Background: an optimization exercise with open tools, aiming at small area, a short achievable clock period and few clock cycles. Do not read the settings as production practice. The RTL was checked by simulation tests, not by an equivalence proof against the original design. Power and IR drop assume default switching activity.

### flow/config.mk
export PLATFORM = sky130hd
export DESIGN_NAME = Milestone_1
export DESIGN_NICKNAME = Milestone_1
export VERILOG_FILES = /design/flow/design.v
export SDC_FILE = /design/flow/constraint.sdc
export NUM_CORES = 4
export LEC_CHECK = 0
export CAP_MARGIN = 20
export CORE_MARGIN = 2
export CORE_UTILIZATION = 40
export SLEW_MARGIN = 20
### flow/constraint.sdc
create_clock -name core_clock -period 11.0 [get_ports {Clock}]
set_input_delay 2.2000 -clock core_clock [delete_from_list [all_inputs] [get_ports {Clock}]]
set_output_delay 2.2000 -clock core_clock [all_outputs]
set_load 0.01 [all_outputs]
### flow/design.v
`timescale 1ns/100ps
`default_nettype none
module Milestone_1 (
	input  logic            Clock,
	input  logic            resetn,
	input  logic            start,
	input  logic   [15:0]   SRAM_read_data,
	output logic   [17:0]   SRAM_address,
	output logic   [15:0]   SRAM_write_data,
	output logic            SRAM_we_n,
	output logic            stop
);
localparam [17:0] U_BASE = 18'd38400;
localparam [17:0] V_BASE = 18'd57600;
localparam [17:0] RGB_BASE = 18'd146944;
logic        run;
logic [3:0]  ph;
logic [6:0]  m;
logic [15:0] ycnt;
logic [17:0] waddr;
logic [15:0] yreg;
logic [7:0]  uw [0:5];
logic [7:0]  vw [0:5];
logic [7:0]  ulo, vlo;
logic [8:0]  opu, opv;
logic        negu, negv;
logic [7:0]  bhold;
logic [3:0] nph;
logic [6:0] nm;
logic       row_end, last_row;
assign row_end  = (ph == 4'd3) && (m == 7'd81);
assign last_row = (ycnt == 16'd38400);
always_comb begin
	if (ph == 4'd9) begin
		nph = 4'd0;
		nm  = m + 7'd1;
	end else if (row_end) begin
		nph = 4'd9;
		nm  = 7'd0;
	end else begin
		nph = ph + 4'd1;
		nm  = m;
	end
end
logic        n_rd_y, n_wr, n_rd_uv;
logic [17:0] uv_addr;
logic [1:0]  uv_off;
logic        uv_isv;
always_comb begin
	n_rd_y  = 1'b0;
	n_wr    = 1'b0;
	n_rd_uv = 1'b0;
	uv_off  = 2'd0;
	uv_isv  = 1'b0;
	case (nph)
		4'd0: n_rd_y = (nm <= 7'd80);
		4'd1: begin
			if (nm == 7'd1) begin n_rd_uv = 1'b1; uv_isv = 1'b1; uv_off = 2'd0; end
			else n_wr = 1'b1;
		end
		4'd2: begin
			if (nm == 7'd1) begin n_rd_uv = 1'b1; uv_isv = 1'b0; uv_off = 2'd1; end
			else n_wr = 1'b1;
		end
		4'd3: begin
			if (nm == 7'd1) begin n_rd_uv = 1'b1; uv_isv = 1'b1; uv_off = 2'd1; end
			else n_wr = 1'b1;
		end
		4'd4: begin n_rd_uv = (nm <= 7'd78); uv_isv = 1'b0; uv_off = 2'd2; end
		4'd5: begin n_rd_uv = (nm <= 7'd78); uv_isv = 1'b1; uv_off = 2'd2; end
		4'd6: n_rd_y = 1'b1;
		4'd7, 4'd8: n_wr = 1'b1;
		4'd9: begin
			if (nm == 7'd0) begin n_rd_uv = 1'b1; uv_isv = 1'b0; uv_off = 2'd0; end
			else n_wr = 1'b1;
		end
		default: ;
	endcase
end
assign uv_addr = {3'd0, ycnt[15:1]} + (uv_isv ? V_BASE : U_BASE) + {16'd0, uv_off};
always_ff @(posedge Clock or negedge resetn) begin
	if (~resetn) begin
		run <= 1'b0;
		stop <= 1'b0;
		ph <= 4'd0;
		m <= 7'd0;
		ycnt <= 16'd0;
		waddr <= RGB_BASE;
		SRAM_address <= 18'd0;
		SRAM_we_n <= 1'b1;
	end else begin
		SRAM_we_n <= 1'b1;
		if (!run) begin
			if (start && !stop) begin
				run <= 1'b1;
				ph <= 4'd9;
				m <= 7'd0;
				SRAM_address <= U_BASE;  
			end
		end else if (row_end && last_row) begin
			run <= 1'b0;
			stop <= 1'b1;
		end else begin
			ph <= nph;
			m <= nm;
			if (n_rd_y) begin
				SRAM_address <= {2'd0, ycnt};
				ycnt <= ycnt + 16'd1;
			end else if (n_wr) begin
				SRAM_address <= waddr;
				waddr <= waddr + 18'd1;
				SRAM_we_n <= 1'b0;
			end else if (n_rd_uv) begin
				SRAM_address <= uv_addr;
			end
		end
	end
end
logic [7:0] rd_hi, rd_lo;
assign rd_hi = SRAM_read_data[15:8];
assign rd_lo = SRAM_read_data[7:0];
always_ff @(posedge Clock) begin
	if (ph == 4'd2 || ph == 4'd8) yreg <= SRAM_read_data;
	if (m == 7'd1 && ph == 4'd1) begin
		uw[0] <= rd_hi; uw[1] <= rd_hi; uw[2] <= rd_hi; uw[3] <= rd_lo;
	end else if (m == 7'd1 && ph == 4'd4) begin
		uw[4] <= rd_hi; uw[5] <= rd_lo;
	end else if (ph == 4'd1 || ph == 4'd6) begin
		uw[0] <= uw[1]; uw[1] <= uw[2]; uw[2] <= uw[3]; uw[3] <= uw[4]; uw[4] <= uw[5];
		if (ph == 4'd1) uw[5] <= (m >= 7'd80) ? uw[5] : ulo;
		else            uw[5] <= (m >= 7'd79) ? uw[5] : rd_hi;
	end
	if (ph == 4'd6) ulo <= rd_lo;
	if (m == 7'd1 && ph == 4'd3) begin
		vw[0] <= rd_hi; vw[1] <= rd_hi; vw[2] <= rd_hi; vw[3] <= rd_lo;
	end else if (m == 7'd1 && ph == 4'd5) begin
		vw[4] <= rd_hi; vw[5] <= rd_lo;
	end else if ((ph == 4'd1 && m != 7'd1) || ph == 4'd7) begin
		vw[0] <= vw[1]; vw[1] <= vw[2]; vw[2] <= vw[3]; vw[3] <= vw[4]; vw[4] <= vw[5];
		if (ph == 4'd1) vw[5] <= (m >= 7'd80) ? vw[5] : vlo;
		else            vw[5] <= (m >= 7'd79) ? vw[5] : rd_hi;
	end
	if (ph == 4'd7) vlo <= rd_lo;
end
logic        isel_v, ifirst;
logic [7:0]  ia, ib, ic, id, ie, ig;
logic [8:0]  p1, p2, p3;
logic signed [18:0] T, Tm, S, sp1, sp2, sp3, tlo;
assign isel_v = (ph == 4'd0) || (ph == 4'd6);
assign ifirst = (m == 7'd1) && (ph == 4'd5 || ph == 4'd6);
always_comb begin
	if (isel_v) begin
		ia = vw[0]; ib = vw[1]; ic = vw[2]; id = vw[3]; ie = vw[4]; ig = vw[5];
	end else begin
		ia = uw[0]; ib = uw[1]; ic = uw[2]; id = uw[3]; ie = uw[4]; ig = uw[5];
	end
	p1 = {1'b0, ia} + {1'b0, ig};
	p2 = {1'b0, ib} + {1'b0, ie};
	p3 = {1'b0, ic} + {1'b0, id};
	sp1 = {10'd0, p1};
	sp2 = {10'd0, p2};
	sp3 = {10'd0, p3};
	T  = sp3 * 19'sd159 - sp2 * 19'sd52;
	tlo = {3'd0, T[15:0]};
	if (ifirst && !isel_v)
		Tm = tlo;
	else if (ifirst && isel_v && p3 >= 9'd413)
		Tm = T - 19'sd65536;
	else
		Tm = T;
	S = Tm + sp1 * 19'sd21 + 19'sd128;
end
always_ff @(posedge Clock) begin
	if (ph == 4'd9 || ph == 4'd5) begin
		opu  <= S[16:8] - 9'd128;
		negu <= S[18];
	end
	if (ph == 4'd0 || ph == 4'd6) begin
		opv  <= S[16:8] - 9'd128;
		negv <= S[18];
	end
end
logic        e_even, e_first;
logic [7:0]  ey;
logic signed [8:0] ys, ou, ov, eyx, eu, ev, sopu, sopv;
logic signed [26:0] yt, sr, sg, sb;
logic [7:0]  cr, cg, cb, fr, fg, fb;
assign e_even  = (ph == 4'd0) || (ph == 4'd6);
assign e_first = (m == 7'd1);
always_comb begin
	ey = e_even ? yreg[15:8] : yreg[7:0];
	eyx = {1'b0, ey};
	eu = {{2{~uw[2][7]}}, uw[2][6:0]};
	ev = {{2{~vw[2][7]}}, vw[2][6:0]};
	sopu = opu;
	sopv = opv;
	ys = eyx - 9'sd16;
	ou = e_even ? eu : sopu;
	ov = e_even ? ev : sopv;
	yt = ys * 27'sd76284;
	sr = yt + ov * 27'sd104595;
	sg = yt - ou * 27'sd25624 - ov * 27'sd53281;
	sb = yt + ou * 27'sd132251;
end
function automatic [7:0] clip27(input logic signed [26:0] s);
	clip27 = s[26] ? 8'd0 : (|s[25:24]) ? 8'd255 : s[23:16];
endfunction
always_comb begin
	cr = clip27(sr);
	cg = clip27(sg);
	cb = clip27(sb);
	fr = cr; fg = cg; fb = cb;
	if (!e_even) begin
		if (negv) fr = 8'd0;
		if (negu) fb = 8'd255;
		if (negu) fg = 8'd0;
		else if (negv) fg = e_first ? 8'd0 : 8'd255;
	end
end
always_ff @(posedge Clock) begin
	bhold <= fb;
	if (e_even)
		SRAM_write_data <= {fr, fg};
	else if (ph == 4'd1 || ph == 4'd7)
		SRAM_write_data <= {bhold, fr};
	else
		SRAM_write_data <= {fg, fb};
end
endmodule
### flow/run.sh
#!/bin/bash
# synth_recipe.tcl (not shown) runs the flow's synth.tcl, then flattens the netlist and writes it again
# the make line also repeats each setting of config.mk as NAME=value (left out here)
make -C /OpenROAD-flow-scripts/flow DESIGN_CONFIG=/design/flow/config.mk WORK_HOME=/design/flow/orfs CLKGATE_MAP_FILE= SYNTH_SCRIPT=/design/flow/synth_recipe.tcl finish
==> results.ini <==
[placed_design]
dpl.hpwl_mm = 63.5
numPortBuffers = 54
place_worst_setup_slack_ns = 0.302
place_area_um2 = 31300
dpl.cell_count = 4177
finalWeightedCongestion = 0.904

[pwr]
power.share.sequential_pct = 49.9
power_density_over_the_cells_nw_per_um2 = 58.8
intPower_mw = 1.47
vdd_ir_drop_max_mv = 0.114
cellLeakagePower_nw = 16.4
post-layout-total-power_mw = 1.90
combinationalPowerShare_pct = 1.4
pwr-share-clk_pct = 48.7
switch_pwr_uw = 428
switching_share_pct = 22.5

[drt]
violation_count_after_the_first_detailed_route_iteration = 1491
m1WireLength_mm = 36.2
dr_wl_met3_mm = 4.04
drtAntennaViolNets = 0
drcViolationCount = 0
drt_first_pass_iters = 5
top_signal_layer_used = met4
wl_per_cell_um = 18.0
route.vias.total = 21700
route.met2.wl_mm = 34.3
vias_per_cell = 5.13
detail_route.wirelength_mm = 76.1

[layout]
final.fill_count = 7116
layout-drive-gt1-share_pct = 5.38
num-nets-final = 4066
antenna-diode-count = 0
leading_cell_type_in_the_layout_fill_and_taps_excluded = ha_1
finished_layout_cells = 4229
layout_common_cells = ha_1, inv_1, nand2_1
final_design_area_no_fill_um2 = 32300
area.growth.synth_to_final_pct = 9.92
fin_util_pct = 44.3

[timing]
transition_at_the_pin_with_the_smallest_max_transition_slack_ns = 0.981
layout_min_cycle_time_ns = 10.42
finalCritPeriodShare_pct = 94.7
setup_repair_after_global_routing_missed_its_margin = false
slew_headroom_pct = 33.8
skew_ns = 0.0585
fin_hold_ws_ns = 0.486
maxClockFrequency_mhz = 96.0
setup_viol = 0
timing.final.hold_violations = 0
postLayoutSetupSlackWorst_ns = 0.583
totalNegativeSetupSlack_ns = 0
timing.final.max_slew_violations = 0

[logic_synthesis]
area_fraction_of_the_dominant_cell_type_after_synthesis_pct = 24.2
synth-seq-area-share_pct = 22.4
post_synth_inst_count = 3179
syn-num-nets = 3997
number_of_enable_flip_flop_cells_after_synthesis = 148
ys.warnings.count = 3
yosys.area.top_type = ha_1
synth_top_cells_by_area = ha_1, fa_1, edfxtp_1
synth_cell_area_um2 = 29400
dominantRegCellSynth = edfxtp_1
synth_cell_type_count = 81
flip_flop_and_latch_count_after_synthesis = 238
syn-mean-instance-area_um2 = 9.24
synth-async-reset-ratio_pct = 27.7

[die]
die_width_um = 275
boundaryPins = 55
floorplan_core_area_um2 = 72800
die_height_um = 275
die_area_um2 = 75600
num_rows = 99
initial_core_util_pct = 40.3

[global_route]
overflow = 0
wire_length_of_the_first_global_routing_pass_mm = 120
antenna_found_initial = 0
maximum_number_of_pins_on_one_net_before_global_route_repair = 67
first_global_vias = 21200
grt_util_all_layers_pct = 20.4

[critical_path]
timing.critical_path.to = SRAM_write_data[15]
critical_path_arrival_ns = 10.89
crit_slowest_cell = mux2i_1
critPathMaxStageDelay_ns = 0.55
worst_reg_to_reg_cells = 39
path_max_fanout = 36
worstReg2RegStart = ph[1]
criticalPathCategory = flop to flop
crit_top_cell = ha_1
setup.reg_to_reg.worst_slack_ns = 0.58
worstPathRequired_ns = 11.47
critPathLaunch = ph[1]
worst_r2r_endpoint = SRAM_write_data[15]
timing.critical_path.from_type = flop
worst_setup_path_end_kind = flop

[clock_network]
clk_root_buffer_cell = clkbuf_16
cts_max_path_buffers = 3
worst_setup_hold_path_clk_slew_ns = 0.07
cts-buffers-inserted = 28
clock_tree.htree_level_count = 1
total_clock_sinks = 238
tritoncts = built
post-cts-setup-buffer-count = 0
post_cts_resize_count = 0
worst_skew_pair.late_latency_ns = 0.61
cts.hold.buffers_added = 0

[min_path]
worst_min_delay_path_class = flop to flop

[outcome]
outcome = complete, no violations

[job]
maxCapViolCount = 0

-- synth_stat cells, drive strengths merged (23+ instances only) --
library cell,number
o21bai,25
nor3,46
xor2,56
nand2b,26
mux2i,25
and3,23
nand3,53
xnor2,103
edfxtp,148
a21oi,153
nor2,129
and2,33
o21ai,88
dfxtp,24
clkbuf,63
ha,569
dfrtp,59
inv,556
nand2,456
a21o,42
fa,230
-- kinds of logic after synthesis --
logic type,synth area share [%]
buf+inv,8.08
simple gates,13.1
mux,1.74
xor+xnor,4.82
flops,22.4
compound gates,9.97
fa+ha+maj,39.9
-- worst max-delay path: cells and delay by family (launching register included) --
family	cells	cell delay, ns
multiplexers	2	0.71
buffers and inverters	9	1.24
flip-flops	1	0.44
AND/OR/NAND/NOR	6	0.89
XOR/XNOR	2	0.38
adder cells (fa/ha/maj)	13	5.15
AO/OA/AOI/OAI	7	1.48
-- final cells by class --
type	count	area (um2)	area share, %
Tap cell	959	1200	3.72
Multi-Input combinational cell	2312	20500	63.5
Timing Repair Buffer	111	990	3.06
Sequential cell	238	6590	20.4
Clock inverter	12	106	0.329
Clock buffer	40	806	2.49
Inverter	557	2090	6.47
-- sequential cells by signal, indices dropped and copies added (netlist names) --
name	cells
negu	1
SRAM_write_data	16
SRAM_we_n	1
bhold	8
yreg	16
ycnt	16
vlo	8
vw	48
uw	48
opu	9
m	7
stop	1
opv	9
ph	4
negv	1
waddr	18
run	1
ulo	8
SRAM_address	18
-- worst min-delay path by stage --
stage / startpoint / end / slack, ns / depth (start not counted)
floorplan: bhold[1] / SRAM_write_data[9] / 0.43 / 2
global placement: bhold[1] / SRAM_write_data[9] / 0.46 / 2
detailed placement: stop / stop / 0.47 / 2
CTS: SRAM_address[5] / SRAM_address[5] / 0.49 / 2
global route: SRAM_address[15] / SRAM_address[15] / 0.51 / 1
finish: SRAM_address[15] / SRAM_address[15] / 0.49 / 1
-- power groups by stage --
| stage | combinational (mW) | clock, mW | sequential (mW) |
|---|---|---|---|
| detailed placement | 0.0265 | 0 | 0.966 |
| global route | 0.0290 | 0.974 | 0.948 |
| CTS | 0.0266 | 0.940 | 0.948 |
| floorplan | 0.00564 | 0 | 0.966 |
| global placement | 0.0266 | 0 | 0.966 |
| finish | 0.0265 | 0.925 | 0.948 |
-- metal layers --
layer,GRT usage [%],vias up
met2,33.1,465
met5,0,-
met3,2.37,74
met1,29.2,10400
met4,4.20,0
li1,-,10700
Testbench counts, summed over its fixed seeds: cycles 772,804.

## afterwards: timing with drivers on the ports
No port has a modelled driver above. Below, the same layout with a new extraction and two added sets of constraints. Step 1 (the two cells are an assumption about what drives the block):
set clk [get_ports {Clock}]
set_driving_cell -lib_cell sky130_fd_sc_hd__clkbuf_16 $clk
set_driving_cell -lib_cell sky130_fd_sc_hd__buf_2 [delete_from_list [all_inputs] $clk]
Step 2 times the ports against the registers' clock, not the clock port: input delays grow and output delays shrink by t, the midpoint of the rising clock arrivals with the driver on. Slacks: ideal / step 1 / step 2; pairs: ideal / step 1.
t (ns): 0.645
slack for setup (ns): 0.583 / 0.583 / 0.583
worst hold slack (ns): 0.486 / 0.486 / 0.486
worst slew at a driven data input, ns: 0.06
After both steps this run still meets setup and hold. The setup slack of this run moves by 0.000 ns with the drivers and by 0.000 ns with both steps.
